What follows belongs to an exercise in optimizing a design on an open flow for small area; a production flow would make more cautious choices.
The RTL of this run was laid out without a check of its function.
Power and IR drop assume default switching activity.

==> design/flow/config.mk <==
export PLATFORM = sky130hd
export DESIGN_NAME = flappy_core
export DESIGN_NICKNAME = flappy_core
export VERILOG_FILES = /design/flow/design.v
export SDC_FILE = /design/flow/constraint.sdc
export NUM_CORES = 4
export LEC_CHECK = 0
export CAP_MARGIN = 20
export CORE_MARGIN = 2
export CORE_UTILIZATION = 40
export SLEW_MARGIN = 20
==> design/flow/constraint.sdc <==
create_clock -name core_clock -period 14.0 [get_ports {clk}]
set_input_delay 2.8000 -clock core_clock [delete_from_list [all_inputs] [get_ports {clk}]]
set_output_delay 2.8000 -clock core_clock [all_outputs]
set_load 0.01 [all_outputs]
==> design/flow/design.v <==
`timescale 1ns / 1ps
module vga_640x480(
input wire clk,
input wire clr,
output reg hsync,
output reg vsync,
output reg [9:0] hc,
output reg [9:0] vc,
output reg vidon
    );
	 parameter hpixels = 10'b1100100000;
	 parameter vlines = 10'b1000001001;
	 parameter hbp = 10'b0010010000;
	 parameter hfp = 10'b1100010000;
	 parameter vbp = 10'b0000011111;
	 parameter vfp = 10'b0111111111;
	 reg vsenable;
	 always @ (posedge clk)
		begin
			if (clr == 1)
			begin
				hc <= 0;
				vsenable <= 0;
			end
			else
			begin
				if (hc == hpixels - 1)
					begin
						hc <= 0;
						vsenable <= 1;
					end
				else
				begin
					hc <= hc + 1;
					vsenable <= 0;
				end
			end
		end
	always @(*)
		begin
			if (hc < 96)
				hsync = 0;
			else
				hsync = 1;
		end
	always @(posedge clk)
		begin
			if (clr == 1)
				vc <= 0;
			else
				if (vsenable == 1)
					begin
						if (vc == vlines - 1)
							vc <= 0;
						else
							vc <= vc + 1;
					end
		end
	always @(*)
		begin
			 if (vc < 2)
				vsync = 0;
			 else
				vsync = 1;
		end
	always @(*)
		begin
			if ((hc < hfp) && (hc > hbp) && (vc < vfp) && (vc > vbp))
				vidon = 1;
			else
				vidon = 0;
		end
endmodule
`timescale 1ns / 1ps
module vga_initials(
	input wire clk,
	input wire rst,
	input wire tick,
	input wire vidon,
	input wire [9:0] hc,
	input wire [9:0] vc,
	input wire [12:0] ax, bx, cx,
	input wire [9:0] at, bt, ct,
	input wire [9:0] bird,
	input wire [7:0] back_data,
	input wire [7:0] bird_data1,
	input wire [7:0] bird_data2,
	input wire [7:0] bird_data3,
	input wire [7:0] downtube_data1,
	input wire [7:0] downtube_data2,
	input wire [7:0] downtube_data3,
	input wire [7:0] uptube_data1,
	input wire [7:0] uptube_data2,
	input wire [7:0] uptube_data3,
	input wire [7:0] strip_data,
	input wire [7:0] num_data1,
	input wire [7:0] num_data2,
	input wire [7:0] num_data3,
	input wire [3:0] score1,
	input wire [3:0] score2,
	input wire [3:0] score3,
	input wire [1:0]  state,
	input wire [7:0] startback_data,
	input wire [7:0] retback_data,
	output wire [10:0] startback_add,
	output wire [10:0] retback_add,
	output wire [10:0] num_add1,
	output wire [10:0] num_add2,
	output wire [10:0] num_add3,
	output wire [8:0] strip_add,
	output wire [12:0] downtube_add1,
	output wire [12:0] downtube_add2,
	output wire [12:0] downtube_add3,
	output wire [12:0] uptube_add1,
	output wire [12:0] uptube_add2,
	output wire [12:0] uptube_add3,
	output wire [14:0] back_add,
	output wire [9:0] bird_add,
	output reg[2:0] red,
	output reg[2:0] green,
	output reg[1:0] blue
);
parameter hbp = 10'b0010010000;
parameter vbp = 10'b0000011111;
parameter gap = 100;
wire [9:0] x, y;
assign x = hc - hbp - 1;
assign y = vc - vbp - 1;
assign back_add = y[9:2] * 160 + x[9:2];
assign bird_add = (x - 150) + (23 + y - bird) * 34;
assign downtube_add1 = ((ax - x) >> 2) + ((at - y) >> 2) * 25;
assign uptube_add1 = ((ax - x) >> 2) + ((y - at - gap) >> 2) * 25;
assign downtube_add2 = ((bx - x) >> 2) + ((bt - y) >> 2) * 25;
assign uptube_add2 = ((bx - x) >> 2) + ((y - bt - gap) >> 2) * 25;
assign downtube_add3 = ((cx - x) >> 2) + ((ct - y) >> 2) * 25;
assign uptube_add3 = ((cx - x) >> 2) + ((y - ct - gap) >> 2) * 25;
assign num_add1 = ((x - 275) >> 1) + 130 * ((y - 41) >> 1) + 13 * score1;
assign num_add2 = ((x - 301) >> 1) + 130 * ((y - 41) >> 1) + 13 * score2;
assign num_add3 = ((x - 327) >> 1) + 130 * ((y - 41) >> 1) + 13 * score3;
assign strip_add = ((x + cnt2) % 12) + 12 * (y - 451);
assign startback_add = (x - 240) + 160 * (y - 240);
assign retback_add = (x - 240) + 152 * (y - 240);
wire [10:0] ax1, bx1, cx1;
assign ax1 = ax - 100;
assign bx1 = bx - 100;
assign cx1 = cx - 100;
reg [3:0] cnt;
reg [5:0] cnt2;
always @ (posedge clk)
begin
	if (rst)
		cnt2 <= 0;
	else if (tick)
	cnt2 <= (cnt2 + 1 ) % 12; 
end
always @(posedge clk)
begin
	if (rst)
		cnt <= 0;
	else if (tick)
	cnt <= cnt + 1; 
end
always @ (*)
begin
	if ((vidon == 1))
	begin
		if (y > 450) 
		begin
			red = strip_data[7:5];
			green = strip_data[4:2];
			blue = strip_data[1:0];
		end
		else
		if (state != 2) 
		begin
			if ( ( state == 0) && (x > 240) && (x < 400) && (y >= 240) && (y < 251) && (startback_data != 'b11111111) )
			begin
				red = startback_data[7:5];
				green = startback_data[4:2];
				blue = startback_data[1:0];
			end
			else
			if ( ( x > 150 ) && (x < 184) && ( (y >= (bird - 23) ) || ( (bird < 23)  ) ) && (y <= bird) )
			begin
				if ( (cnt[3:2] == 2'b00) && (bird_data1 != 8'b11111111) )
				begin
					red = bird_data1[7:5];
					green = bird_data1[4:2];
					blue = bird_data1[1:0];
				end
				else
				if ( (cnt[3:2] == 2'b01) && (bird_data2 != 8'b11111111) )
				begin
					red = bird_data2[7:5];
					green = bird_data2[4:2];
					blue = bird_data2[1:0];
				end
				else
				if ( (cnt[3:2] == 2'b10) && (bird_data3 != 8'b11111111) )
				begin
					red = bird_data3[7:5];
					green = bird_data3[4:2];
					blue = bird_data3[1:0];
				end
				else
				if ( (cnt[3:2] == 2'b11) && (bird_data1 != 8'b11111111) )
				begin
					red = bird_data1[7:5];
					green = bird_data1[4:2];
					blue = bird_data1[1:0];
				end
				else
				begin
					red = back_data[7:5];
					green = back_data[4:2];
					blue = back_data[1:0];
				end
			end
			else
			begin
 				if ( (num_data1 != 8'b11111111) && (x > 274) && (x <= 300) && (y > 40) && (y <= 70) && (score1 != 0) )
				begin
					red = num_data1[7:5];
					green = num_data1[4:2];
					blue = num_data1[1:0];
				end
				else
				if ( (num_data2 != 8'b11111111) && (x > 300) && (x <= 326) && (y > 40) && (y <= 70) && ( ( score2 != 0) || (score1 != 0) ) )
				begin
					red = num_data2[7:5];
					green = num_data2[4:2];
					blue = num_data2[1:0];
				end
				else
				if ( (num_data3 != 8'b11111111) && (x > 326) && (x <= 352) && (y > 40) && (y <= 70) )
				begin
					red = num_data3[7:5];
					green = num_data3[4:2];
					blue = num_data3[1:0];
				end
				else
				if ( ( (x > ax1) || (ax < 100) ) && (x <= ax) )
				begin
					if (y <= at && downtube_data1 != 8'b11111111)
					begin
						red = downtube_data1[7:5];
						green = downtube_data1[4:2];
						blue = downtube_data1[1:0];
					end
					else
						if (y >= at + gap && uptube_data1 != 8'b11111111)
						begin
							red = uptube_data1[7:5];
							green = uptube_data1[4:2];
							blue = uptube_data1[1:0];
						end
					else
					begin
							red = back_data[7:5];
							green = back_data[4:2];
							blue = back_data[1:0];
					end
				end
				else
				if ( ( (x > bx1) || (bx < 100) ) && (x <= bx) )
				begin
					if (y <= bt && downtube_data2 != 8'b11111111)
					begin
						red = downtube_data2[7:5];
						green = downtube_data2[4:2];
						blue = downtube_data2[1:0];
					end
					else
						if (y >= bt + gap && uptube_data2 != 8'b11111111)
						begin
							red = uptube_data2[7:5];
							green = uptube_data2[4:2];
							blue = uptube_data2[1:0];
						end
					else
					begin
							red = back_data[7:5];
							green = back_data[4:2];
							blue = back_data[1:0];
					end
				end
				else
				if ( ( (x > cx1) || (cx < 100) ) && (x <= cx) )
				begin
					if (y <= ct && downtube_data3 != 8'b11111111)
					begin
						red = downtube_data3[7:5];
						green = downtube_data3[4:2];
						blue = downtube_data3[1:0];
					end
					else
						if (y >= ct + gap && uptube_data3 != 8'b11111111)
						begin
							red = 7;
							red = uptube_data3[7:5];
							green = uptube_data3[4:2];
							blue = uptube_data3[1:0];
						end
					else
					begin
							red = back_data[7:5];
							green = back_data[4:2];
							blue = back_data[1:0];
					end
				end
				else
				begin
					red = back_data[7:5];
					green = back_data[4:2];
					blue = back_data[1:0];
				end
			end
		end
		else
		begin 
				if ( (num_data1 != 8'b11111111) && (x > 274) && (x <= 300) && (y > 40) && (y <= 70) && (score1 != 0) )
				begin
					red = num_data1[7:5];
					green = num_data1[4:2];
					blue = num_data1[1:0];
				end
				else
				if ( (num_data2 != 8'b11111111) && (x > 300) && (x <= 326) && (y > 40) && (y <= 70) && ( ( score2 != 0) || (score1 != 0) ) )
				begin
					red = num_data2[7:5];
					green = num_data2[4:2];
					blue = num_data2[1:0];
				end
				else
				if ( (num_data3 != 8'b11111111) && (x > 326) && (x <= 352) && (y > 40) && (y <= 70) )
				begin
					red = num_data3[7:5];
					green = num_data3[4:2];
					blue = num_data3[1:0];
				end
				else
				if ((x > 240) && (x < 392) && (y >= 240) && (y < 251) && (retback_data != 'b11111111) )
				begin
					red = retback_data[7:5];
					green = retback_data[4:2];
					blue = retback_data[1:0];
				end
				else
				begin
					red = back_data[7:5];
					green = back_data[4:2];
					blue = back_data[1:0];
				end
			end
	end
	else 
		begin
			red = 'b000;
			green = 'b000;
			blue = 'b00;
		end
end
endmodule
`timescale 1ns / 1ps
module randomgenerator(
			input wire clk,
			input wire rst,
			input wire fly,
			output reg [9:0] num
    );
	 always @(posedge clk)
	 begin
		if (rst)
			num <= 0;
		else
			if (fly)
				num <= (num + 1023) % 349;
			else
			num <= (num + 1) % 349;
	 end
endmodule
`timescale 1ns / 1ps
module objects(
	 input wire clk,
	 input wire rst,
	 input wire clk10ms,
	 input wire [9:0] num,
	 input wire fly,
	 input start,
	 input ret,
	 output reg [12:0] ax, bx, cx,
	 output reg [9:0] at, bt, ct,
	 output reg [9:0] bird,
	 output reg plusone,
	 output reg clr,
	 output reg [1:0] state
    );
	 reg signed [20:0] speed;
	 reg [1:0] clk10ms_filter, start_filter, ret_filter;
	 always @(posedge clk)
	 begin
		if (rst)
		begin
		speed <= 0;
		ax <= 740;
		bx <= 740 + 270;
		cx <= 740 + 270 + 270;
		at <= 220;
		bt <= 330;
		ct <= 210;
		bird <= 250;
		plusone <= 0;
		state <= 0;
		clk10ms_filter = 0;
		start_filter = 0;
		ret_filter = 0;
		clr <= 0;
		end
		else
		begin
		clk10ms_filter = {clk10ms_filter[0], clk10ms};
		start_filter = {start_filter[0], start};
		ret_filter = {ret_filter[0], ret};
		if (start_filter == 2'b01 && state == 0)
		begin
			state <= 1;
		end
		else
		if (ret_filter == 2'b01 && state == 2)
		begin
			state <= 0;
		end
		else
		begin
			if (state == 0)
			begin
				speed <= 0;
				ax <= 740;
				bx <= 740 + 270;
				cx <= 740 + 270 + 270;
				at <= 220;
				bt <= 330;
				ct <= 210;
				bird <= 250;
				plusone <= 0;
				clr <= 1;
			end
			else
			begin
				clr <= 0;
				if (state == 1)
				begin
					if (clk10ms_filter == 2'b01)
					begin
						if (fly)
							speed <= - 15;
						else speed <= speed + 1;
						if (ax == 0)
							begin
								ax <= cx + 270;
								at <= num;
							end
							else
							begin
								ax <= ax - 1;
								at <= at;
							end
						if (bx == 0)
							begin
								bx <= ax + 270;
								bt <= num;
							end
							else
							begin
								bx <= bx - 1;
								bt <= bt;
							end
						if (cx == 0)
							begin
								cx <= bx + 270;
								ct <= num;
							end
							else
							begin
								cx <= cx - 1;
								ct <= ct;
							end
							bird <= (bird + speed[20:3]);
						if ( ax == 201 || bx == 201 || cx == 201 )
							plusone <= 1;
						else
							plusone <= 0;
						if ( ( ( (ax <= 282) && (ax >= 151) ) && ( ( at + 24 >= bird)  || (at + 100 <= bird) ) ) ||
							  ( ( (bx <= 282) && (bx >= 151) ) && ( ( bt + 24 >= bird)  || (bt + 100 <= bird) ) ) ||
							  ( ( (cx <= 282) && (cx >= 151) ) && ( ( ct + 24 >= bird)  || (ct + 100 <= bird) ) ) ||
							  ( bird > 450) )
							  state <= 2;
					end
				end
			end
		end
		end
	 end
endmodule
`timescale 1ns / 1ps
module scorecnt(
input wire clk,
input wire rst,
input wire plusone,
input wire reset,
output wire [3:0] score1, score2, score3,
						high_score1, high_score2, high_score3
    );
	 reg [9:0] score;
	 reg [9:0] high_score;
	 reg [1:0] filter_plusone, filter_reset;
	 always @(posedge clk)
	 begin
		if (rst)
		begin
			score <= 0;
			high_score <= 0;
			filter_plusone = 0;
			filter_reset = 0;
		end
		else
		begin
		filter_plusone = {filter_plusone[0], plusone};
		filter_reset = {filter_reset[0], reset};
		if (reset == 2'b01)
			score <= 0;
		else
		begin
			if (filter_plusone == 2'b01)
				score <= score + 1;
			if (high_score < score)
				high_score <= score;
		end
		end
	 end
	 assign score1 = score % 10;
	 assign score2 = (score / 10) % 10;
	 assign score3 = (score / 100);
	 assign high_score1 = high_score % 10;
	 assign high_score2 = (high_score / 10) % 10;
	 assign high_score3 = (high_score / 100);
endmodule
`timescale 1ns / 1ps
module flappy_core(
	input  wire        clk,
	input  wire        rst,
	input  wire        tick,
	input  wire        fly,
	input  wire        start,
	input  wire        ret,
	input  wire        rnd_btn,
	input  wire [7:0]  back_data,
	input  wire [7:0]  bird_data1,
	input  wire [7:0]  bird_data2,
	input  wire [7:0]  bird_data3,
	input  wire [7:0]  downtube_data1,
	input  wire [7:0]  downtube_data2,
	input  wire [7:0]  downtube_data3,
	input  wire [7:0]  uptube_data1,
	input  wire [7:0]  uptube_data2,
	input  wire [7:0]  uptube_data3,
	input  wire [7:0]  strip_data,
	input  wire [7:0]  num_data1,
	input  wire [7:0]  num_data2,
	input  wire [7:0]  num_data3,
	input  wire [7:0]  startback_data,
	input  wire [7:0]  retback_data,
	output wire        hsync,
	output wire        vsync,
	output wire [2:0]  red,
	output wire [2:0]  green,
	output wire [1:0]  blue,
	output wire [14:0] back_add,
	output wire [9:0]  bird_add,
	output wire [12:0] downtube_add1,
	output wire [12:0] downtube_add2,
	output wire [12:0] downtube_add3,
	output wire [12:0] uptube_add1,
	output wire [12:0] uptube_add2,
	output wire [12:0] uptube_add3,
	output wire [8:0]  strip_add,
	output wire [10:0] num_add1,
	output wire [10:0] num_add2,
	output wire [10:0] num_add3,
	output wire [10:0] startback_add,
	output wire [10:0] retback_add,
	output wire [1:0]  game_state,
	output wire [9:0]  bird_y,
	output wire [12:0] tube_x1,
	output wire [12:0] tube_x2,
	output wire [12:0] tube_x3,
	output wire [9:0]  tube_top1,
	output wire [9:0]  tube_top2,
	output wire [9:0]  tube_top3,
	output wire [3:0]  score_d0,
	output wire [3:0]  score_d1,
	output wire [3:0]  score_d2,
	output wire [3:0]  high_score_d0,
	output wire [3:0]  high_score_d1,
	output wire [3:0]  high_score_d2
);
	wire vidon;
	wire [9:0] hc, vc, num;
	wire [12:0] ax, bx, cx;
	wire [9:0] at, bt, ct;
	wire [9:0] bird;
	wire [3:0] score1, score2, score3, high_score1, high_score2, high_score3;
	wire plusone;
	wire clr2;
	wire [1:0] state;
	vga_640x480 U2 (.clk(clk), .clr(rst), .hsync(hsync), .vsync(vsync), .hc(hc), .vc(vc), .vidon(vidon));
	vga_initials U3 (.clk(clk), .rst(rst), .tick(tick), .vidon(vidon), .hc(hc), .vc(vc),
		.ax(ax), .bx(bx), .cx(cx), .at(at), .bt(bt), .ct(ct), .bird(bird),
		.back_data(back_data), .back_add(back_add), .red(red), .green(green), .blue(blue),
		.bird_add(bird_add), .bird_data1(bird_data1), .bird_data2(bird_data2), .bird_data3(bird_data3),
		.downtube_add1(downtube_add1), .downtube_data1(downtube_data1),
		.uptube_data1(uptube_data1), .uptube_add1(uptube_add1),
		.downtube_add2(downtube_add2), .downtube_data2(downtube_data2),
		.uptube_data2(uptube_data2), .uptube_add2(uptube_add2),
		.downtube_add3(downtube_add3), .downtube_data3(downtube_data3),
		.uptube_data3(uptube_data3), .uptube_add3(uptube_add3),
		.strip_data(strip_data), .strip_add(strip_add),
		.num_add1(num_add1), .num_add2(num_add2), .num_add3(num_add3),
		.num_data1(num_data1), .num_data2(num_data2), .num_data3(num_data3),
		.score1(score1), .score2(score2), .score3(score3), .state(state),
		.startback_add(startback_add), .startback_data(startback_data),
		.retback_add(retback_add), .retback_data(retback_data));
	randomgenerator U4 (.clk(clk), .rst(rst), .fly(rnd_btn), .num(num));
	objects U5 (.clk(clk), .rst(rst), .clk10ms(tick), .num(num), .fly(fly), .ax(ax), .bx(bx), .cx(cx),
		.at(at), .bt(bt), .ct(ct), .bird(bird), .plusone(plusone),
		.start(start), .ret(ret), .clr(clr2), .state(state));
	scorecnt U20 (.clk(clk), .rst(rst), .plusone(plusone), .score1(score3), .score2(score2), .score3(score1),
		.reset(clr2), .high_score1(high_score3), .high_score2(high_score2), .high_score3(high_score1));
	assign game_state = state;
	assign bird_y     = bird;
	assign tube_x1    = ax;
	assign tube_x2    = bx;
	assign tube_x3    = cx;
	assign tube_top1  = at;
	assign tube_top2  = bt;
	assign tube_top3  = ct;
	assign score_d0   = score3;
	assign score_d1   = score2;
	assign score_d2   = score1;
	assign high_score_d0 = high_score3;
	assign high_score_d1 = high_score2;
	assign high_score_d2 = high_score1;
endmodule
==> design/flow/run.sh <==
#!/bin/bash
# synth_recipe.tcl (not shown) runs the flow's synth.tcl, then flattens the netlist and writes it again
# the make line also repeats each setting of config.mk as NAME=value (left out here)
make -C /OpenROAD-flow-scripts/flow DESIGN_CONFIG=/design/flow/config.mk WORK_HOME=/design/flow/orfs CLKGATE_MAP_FILE= SYNTH_SCRIPT=/design/flow/synth_recipe.tcl finish
==> run notes <==
[area by class of cell]
| type | instances | area share |
|---|---|---|
| diodes | 5 | 0.0002836 |
| inverters | 458 | 0.03903 |
| clock inverters | 9 | 0.002553 |
| well taps | 1254 | 0.03557 |
| flip-flops and latches | 161 | 0.07309 |
| multi-input cells | 4123 | 0.7296 |
| repair buffers | 507 | 0.1098 |
| clock buffers | 19 | 0.01004 |
[timing repair]
item	4_1_cts	5_1_grt
gates resized for setup	0	11
setup buffers	0	5
endpoints found under the hold margin	0	0
endpoints found under the setup margin	0	3
[registers in the layout (all words and copies together), names as in the netlist, 13 cells and up]
name	flops
U5.ax	13
U5.bx	13
U5.cx	13
U5.speed	13
[cell families after synthesis]
family	count (synthesis)	synth area share
AND/OR/NAND/NOR	1358	0.1727
AO/OA/AOI/OAI	1295	0.2167
adder cells (fa/ha/maj)	877	0.3179
buffers and inverters	643	0.06622
XOR/XNOR	508	0.1182
flip-flops	161	0.08529
multiplexers	84	0.02284
other	1	0.00009923
[worst max-delay path by stage]
stage,depth (start not counted),end
after floorplan,41,num_add2[10]
after global placement,42,num_add2[10]
after detailed placement,42,num_add2[10]
after CTS,42,num_add2[10]
after global routing,43,num_add2[10]
final,43,num_add2[10]
[per-stage QoR]
step	total power [uW]	hold WS, ns	std cells	instance area (sq um)	setup WS [ns]
after floorplan	2960	0.4443	4927	37790	2.113
after global placement	4426	0.4577	6497	43440	1.086
after detailed placement	4446	0.4665	6498	43450	0.9785
after CTS	4961	0.4750	6526	44000	0.4082
after global routing	5348	0.5153	6535	44110	0.005857
final	4905	0.4777	6536	44110	0.6695
[worst min-delay path, delay by kind of cell, from the launching register on]
family,cells,cell delay (ns)
AOI/OAI and AO/OA,1,0.05
DFF,1,0.33
and+or+nand+nor,1,0.06
[metal layers]
layer / routed length [um] / up-vias
li1: - / 18010
met1: 60530 / 17640
met2: 63940 / 1287
met3: 9875 / 244
met4: 5411 / 4
met5: 27 / -
[layout by cell type (no fill, tap or decap), types with 35 or more instances in the layout]
cell type,n
ha_1,733
a21oi_1,443
inv_1,439
clkdlybuf4s50_1,415
nor2_1,412
xnor2_1,387
nand2_1,310
o21ai_0,268
dfxtp_1,160
nor3_1,148
fa_1,140
xor2_1,113
buf_4,92
o21bai_1,88
nand3_1,87
a21o_1,86
nor2b_1,72
nand4_1,71
nand2b_1,67
mux2i_1,66
o21a_1,58
o22ai_1,35
[power by group]
group / switching, uW / internal (uW)
sequential: 46.1 / 487
clock: 223 / 263
combinational: 1990 / 1900
total: 2250 / 2650
==> impl_metrics.yaml <==
outcome:
  status: "finished clean"
global_routing:
  routing_usage_on_met2: 0.4616
  globalRoute.busiestLayer: "met2"
  grt_use_met1: 0.3709
  grt_pass1_wl_um: 213400
  number_of_global_route_vias_before_repair: 35500
  antenna_found_initial: 7
  global_route.usage.total: 0.2807
  grt_max_degree: 53
  gr-usage-met3: 0.04259
  grt_remaining_overflow: 0
floorplanning:
  core-area_sq_um: 93470
  overall_die_area_sq_um: 96950
  rows: 112
  pin_count: 417
  die_w_um: 311.4
  die_height_um: 311.4
  start_util: 0.4043
critical_path:
  depth_of_the_worst_register_to_register_path: 25
  biggest_cell_delay_along_the_critical_path_ns: 0.56
  crit_path_start: "U20.score[7]"
  critPathCaptureType: "output port"
  cp.arrival_ns: 10.53
  critPathBufInv: 8
  regToRegEndpoint: "U4.num[6]"
  path_max_fanout: 10
  setup.reg_to_reg.worst_slack_ns: 7.31
  critical_path_class: "reg -> out"
  worstReg2RegStart: "U4.num[0]"
  crit_path_frequent_cell: "ha_1"
  critical_path.top_delay_family: "compound AO/OA/AOI/OAI gates"
  slowest_stage: "clkdlybuf4s50_1"
  worstPathRequired_ns: 11.20
  startpoint_type: "register"
cts:
  path_clk_slew_ns: 0.07
  holdBufCountCts: 0
  root_buffer: "clkbuf_16"
  cts.sinks: 161
  max_clock_buf_depth: 2
  clk-insertion-delay-late_ns: 0.50
  cts_tree: "built"
  cts-htree-levels: 4
  cts_buffer_count: 17
worst_hold_path:
  holdCritPathClass: "reg -> reg"
  hold_path.startpoint: "U5.speed[1]"
  hold_end: "U5.speed[1]"
  holdPathStages: 2
drt:
  route.vias.total: 37180
  post_detailed_route_via_to_cell_ratio: 5.689
  route.antenna.remaining_nets: 0
  drt-pass1-iter-count: 5
  drc_violation_total_after_the_first_tritonroute_iteration: 2925
  wl_per_cell_um: 21.39
  routed_wl_um: 139800
  remaining_drc_errors: 0
finish:
  final_core_occ: 0.4719
  net_total_in_the_final_layout: 6276
  layout.area.seq_sq_um: 3224
  multiInputGateArea_sq_um: 32180
  num-fill-cells: 9442
  drive_gt1_frac: 0.04396
  layout-area-overhead-vs-synth_pct: 16.73
yosys:
  yosys_warning_total: 5
  synth_ff_type: "dfxtp_1"
  ys_ff_latch: 161
  syn_area_per_cell_sq_um: 7.670
  synth.top_cells.by_area: "ha_1, xnor2_1, dfxtp_1, fa_1, a21oi_1"
  synth-seq-area-share: 0.08529
  synth_cells: 4927
  syn_area_sq_um: 37790
  synthDominantCellAreaShare: 0.2427
  post_synth_num_cell_types: 116
  yosys.cell_count.top_type: "ha_1"
  async_flop_share: 0
  synth-edff-count: 0
  post_synth_most_frequent_cells: "ha_1, a21oi_1, inv_1"
  synth_top_area_cell: "ha_1"
  syn_nets: 5935
sta:
  report.final.hold_viol_count: 0
  fin_worst_skew_ns: 0.01869
  period_share: 0.9522
  tightestPinTransition_ns: 1.141
  setup-tns-final_ns: 0
  period_minus_slack_ns: 13.33
  unrepaired_setup_endpoints_after_global_routing: "false"
  report.final.setup_viol: 0
  timing_max_transition_violations_final: 0
  max_slew_margin: 0.2395
  max_clock_freq_mhz: 75.02
flow_run:
  max_cap_viol_count: 0
pwr:
  peakVddDrop_mv: 0.4119
  cellPowerDensity_nw_per_um2: 111.2
  leakagePower_uw: 0.01971
placed_design:
  finalWeightedCongestion: 0.9226
  io_buffer_count: 416
  detailed_placement_hpwl_um: 113600

-- static timing again, ports no longer ideal --
Ports are ideal in the flow. The routed layout listed here was re-timed in OpenROAD. Step 1, drivers: a clkbuf_16 drives clk and a buf_2 each remaining input, both assumed. Step 2 times the ports against the registers' clock, not the clock port: input delays grow and output delays shrink by t, the midpoint of the rising clock arrivals with the driver on. Three values: no drivers, after step 1, after step 2; two values: the first two.
t, ns: 0.560
setup slack, ns: 0.669 / 0.604 / 1.164
worst setup path after step 2: register to output
After both steps setup and hold are still met in this run. The setup slack of this run moves by -0.065 ns with the drivers and by +0.495 ns with both steps.
